Background: an optimization exercise with open tools, aiming at a short achievable clock period and few clock cycles. Do not read the settings as production practice. RTL that was checked went through simulation tests only; none was proved equivalent to the original.

Design proc, start of the top module:
module proc(
	    clk,
	    rst,
	    imem_rdata,
	    dmem_rdata,
	    imem_addr,
	    dmem_addr,
	    dmem_wdata,
	    dmem_en,
	    dmem_wr,
	    halt
	    );
Size: about 2500 cells after synthesis, roughly 85 I/O pins, roughly 24000 µm² of cells after synthesis.
make LEC_CHECK=0 ABC_CLOCK_PERIOD_IN_PS=2500 CAP_MARGIN=20 CORE_MARGIN=2 CORE_UTILIZATION=40 SETUP_SLACK_MARGIN=5.0 SLEW_MARGIN=20 TNS_END_PERCENT=100 finish   # period 8.0 ns
run.sh (not shown) runs the stock make flow with config.mk's settings and CLKGATE_MAP_FILE= SYNTH_SCRIPT=/design/flow/synth_recipe.tcl, a recipe that flattens the netlist after the stock synthesis.
The first run produced a clean layout.
Testbench counts at the start, summed over its fixed seeds: cycles 87,344.
Change:
--- a/flow/design.v
+++ b/flow/design.v
@@ -1092,18 +1092,22 @@
    reg [15:0] x_A, x_B, x_S, x_addr, x_early, x_ebyp, x_pc2, x_tgt;
    reg        x_sub;
    reg        x_s_sum, x_s_or, x_s_and, x_s_shl, x_s_shr, x_s_btr, x_s_seq, x_s_slt, x_s_sle,
               x_s_sco, x_s_slbi, x_s_early, x_rot;
    reg [15:0] rf [0:7];
    reg [15:0] d_rfa, d_rft;   
+   reg        d_rfa_z;        
+   reg        x_zok, x_ebyp_z, x_ebyp_n;  
    reg        fa_x, ft_x, fa_w, ft_w, f7_x;  
    reg        w_wr;           
    reg [2:0]  w_dst;
    reg [15:0] w_res;
    wire        stall, x_redir, d_redir;
    wire        d_go = d_v & ~stall & ~x_redir;
+   wire        d_bres, d_bmis, d_jrr;
+   wire [15:0] d_btgt;
    wire [15:0] x_rtgt, agu, x_res;
    wire [15:0] fi = imem_rdata;
    wire [4:0]  fop = fi[15:11];
    wire [15:0] pc2 = pc + 16'd2;
    wire [8:0]  lo8 = {1'b0, pc2[7:0]} + {1'b0, fi[7:0]};
    wire [7:0]  h8p = pc2[15:8] + 8'd1;
@@ -1119,16 +1123,17 @@
    wire        f_iscall = (fop == OP_JAL) | (fop == OP_JALR);
    wire        f_brt    = f_isbr & (fi[7] | (fop == OP_BNEZ));
    wire        f_take   = f_isj | f_brt;
    wire [15:0] f_tt     = f_isj ? t11 : t8;
    wire [15:0] f_seq    = (f_isret & ras_v) ? ras : pc2;
    wire        s_x = x_redir;
-   wire        s_d = d_redir & ~x_redir;
+   wire        s_d = d_v & ~stall & ~x_redir & d_jrr;
+   wire        s_b = d_v & ~stall & ~x_redir & d_bmis;
    wire        s_h = stall & ~x_redir;
    wire        s_n = ~x_redir & ~d_redir & ~stall;
-   wire [15:0] pc_next = ({16{s_x}} & x_rtgt) | ({16{s_d}} & agu) | ({16{s_h}} & pc) |
+   wire [15:0] pc_next = ({16{s_x}} & x_rtgt) | ({16{s_d}} & agu) | ({16{s_b}} & d_btgt) | ({16{s_h}} & pc) |
                          ({16{s_n & f_take}} & f_tt) | ({16{s_n & ~f_take}} & f_seq);
    always @(posedge clk) begin
       if (rst)
         pc <= 16'd0;
       else
         pc <= pc_next;
@@ -1161,12 +1166,13 @@
    end
    wire [2:0] n_rs = stall ? d_rs : fi[10:8];
    wire [2:0] n_rt = stall ? d_rt : fi[7:5];
    wire       n_xw = d_go & d_wr;
    always @(posedge clk) begin
       d_rfa <= rf[n_rs];
+      d_rfa_z <= (rf[n_rs] == 16'd0);
       d_rft <= rf[n_rt];
       fa_x <= n_xw & (d_dst == n_rs);
       ft_x <= n_xw & (d_dst == n_rt);
       f7_x <= n_xw & (d_dst == 3'd7);
       fa_w <= x_wr & (x_dst == n_rs);
       ft_w <= x_wr & (x_dst == n_rt);
@@ -1228,29 +1234,31 @@
    wire        r7_fx = f7_x;
    wire [15:0] r7 = r7_fx ? x_ebyp : rf[7];
    wire        r7_ok = ~r7_fx | x_ev;
    assign agu = d_ret ? r7 : sum_b;
    assign stall = d_v & ((d_agu & ~base_ok) | (d_ret & ~r7_ok));
    wire ret_hit = d_pt & (r7 == d_tgt);
-   assign d_redir = d_v & ~stall & ~x_redir & (d_jr | (d_ret & ~ret_hit));
    always @(posedge clk) begin
       if (rst | ~d_go) begin
          x_wr <= 1'b0; x_ld <= 1'b0; x_en <= 1'b0; x_we <= 1'b0; x_halt <= 1'b0;
          x_beqz <= 1'b0; x_bnez <= 1'b0; x_bltz <= 1'b0;
       end else begin
          x_wr <= d_wr; x_ld <= d_ld; x_en <= d_ld | d_st; x_we <= d_st; x_halt <= d_halt;
-         x_beqz <= d_beqz; x_bnez <= d_bnez; x_bltz <= d_bltz;
+         x_beqz <= d_beqz & ~d_bres; x_bnez <= d_bnez & ~d_bres; x_bltz <= d_bltz & ~d_bres;
       end
       x_dst <= d_dst;
       x_A <= a_val;
       x_B <= b_fx ? x_res : b_oth;
       x_S <= t_val;
       x_addr <= sum_b;
       x_early <= d_stu ? sum_b : d_call ? d_pc2 : d_imm;
       x_ebyp <= d_stu ? sum_b : d_call ? d_pc2 : d_lbi ? d_imm : {base[7:0], d_i8};
       x_ev <= d_stu | d_call | d_lbi | (d_slbi & base_ok);
+      x_zok <= d_call | d_lbi | (d_slbi & base_ok);
+      x_ebyp_z <= d_call ? (d_pc2 == 16'd0) : d_lbi ? (d_imm == 16'd0) : ({base[7:0], d_i8} == 16'd0);
+      x_ebyp_n <= d_call ? d_pc2[15] : d_lbi ? d_imm[15] : base[7];
       x_pc2 <= d_pc2;
       x_tgt <= d_tgt;
       x_pt <= d_pt;
       x_sub <= d_sub;
       x_s_sum <= d_sum | d_sco; x_s_or <= d_or; x_s_and <= d_and;
       x_s_shl <= d_shl; x_s_shr <= d_shr; x_rot <= d_rot;
@@ -1298,12 +1306,22 @@
         w_wr <= 1'b0;
       else
         w_wr <= x_wr;
       w_dst <= x_dst;
       w_res <= x_res;
    end
+   wire        d_zero = a_fx ? x_ebyp_z : fa_w ? (w_res == 16'd0) : d_rfa_z;
+   wire        d_neg  = a_fx ? x_ebyp_n : fa_w ? w_res[15] : d_rfa[15];
+   wire        d_rok  = ~a_fx | x_zok;
+   wire        d_isbr = d_beqz | d_bnez | d_bltz;
+   wire        d_tk   = (d_beqz & d_zero) | (d_bnez & ~d_zero) | (d_bltz & d_neg);
+   assign d_bres = d_isbr & d_rok;
+   assign d_bmis = d_bres & (d_tk ^ d_pt);
+   assign d_btgt = d_tk ? d_tgt : d_pc2;
+   assign d_jrr  = d_jr | (d_ret & ~ret_hit);
+   assign d_redir = d_v & ~stall & ~x_redir & (d_jrr | d_bmis);
    assign dmem_addr = x_addr;
    assign dmem_wdata = x_S;
    assign dmem_en = x_en;
    assign dmem_wr = x_we;
    assign halt = x_halt;
 endmodule
Outcome:
- non-clock buffer count grows by 72
- count of clock-buffer cells in the layout came out higher by 4
- critical path depth stays the same
- synthesized cell count came out higher by a few percent
- global-route usage came out higher by 1.8 points
- via count goes up by a few percent
No functional check of the RTL was part of the second run of this note.

[what the ideal ports hide]
No port has a modelled driver above. Below, the same layouts with a new extraction and two added sets of constraints.
Step 1: set_driving_cell puts a clkbuf_16 on clk and a buf_2 on each other input, an assumption about the parent block.
Step 2 moves the port delays by t, midway between the first and last clock arrival at a register: inputs arrive t later, outputs are due t later. That takes back most of the time a late clock gives input paths.
Slacks: ideal / step 1 / step 2; pairs: ideal / step 1.
run	t, ns	setup slack, ns	clock arrival spread, ns	slew at the worst register clock pin (ns)
the first run	0.651	4.678 / 4.684 / 4.032	0.021 / 0.021	0.08 / 0.08
the second run	0.663	4.517 / 4.510 / 3.847	0.036 / 0.037	0.07 / 0.07
After both steps every run listed still meets setup and hold. For the second run, which loses most, drivers alone change the setup slack by -0.007 ns; drivers and shift together by -0.670 ns.
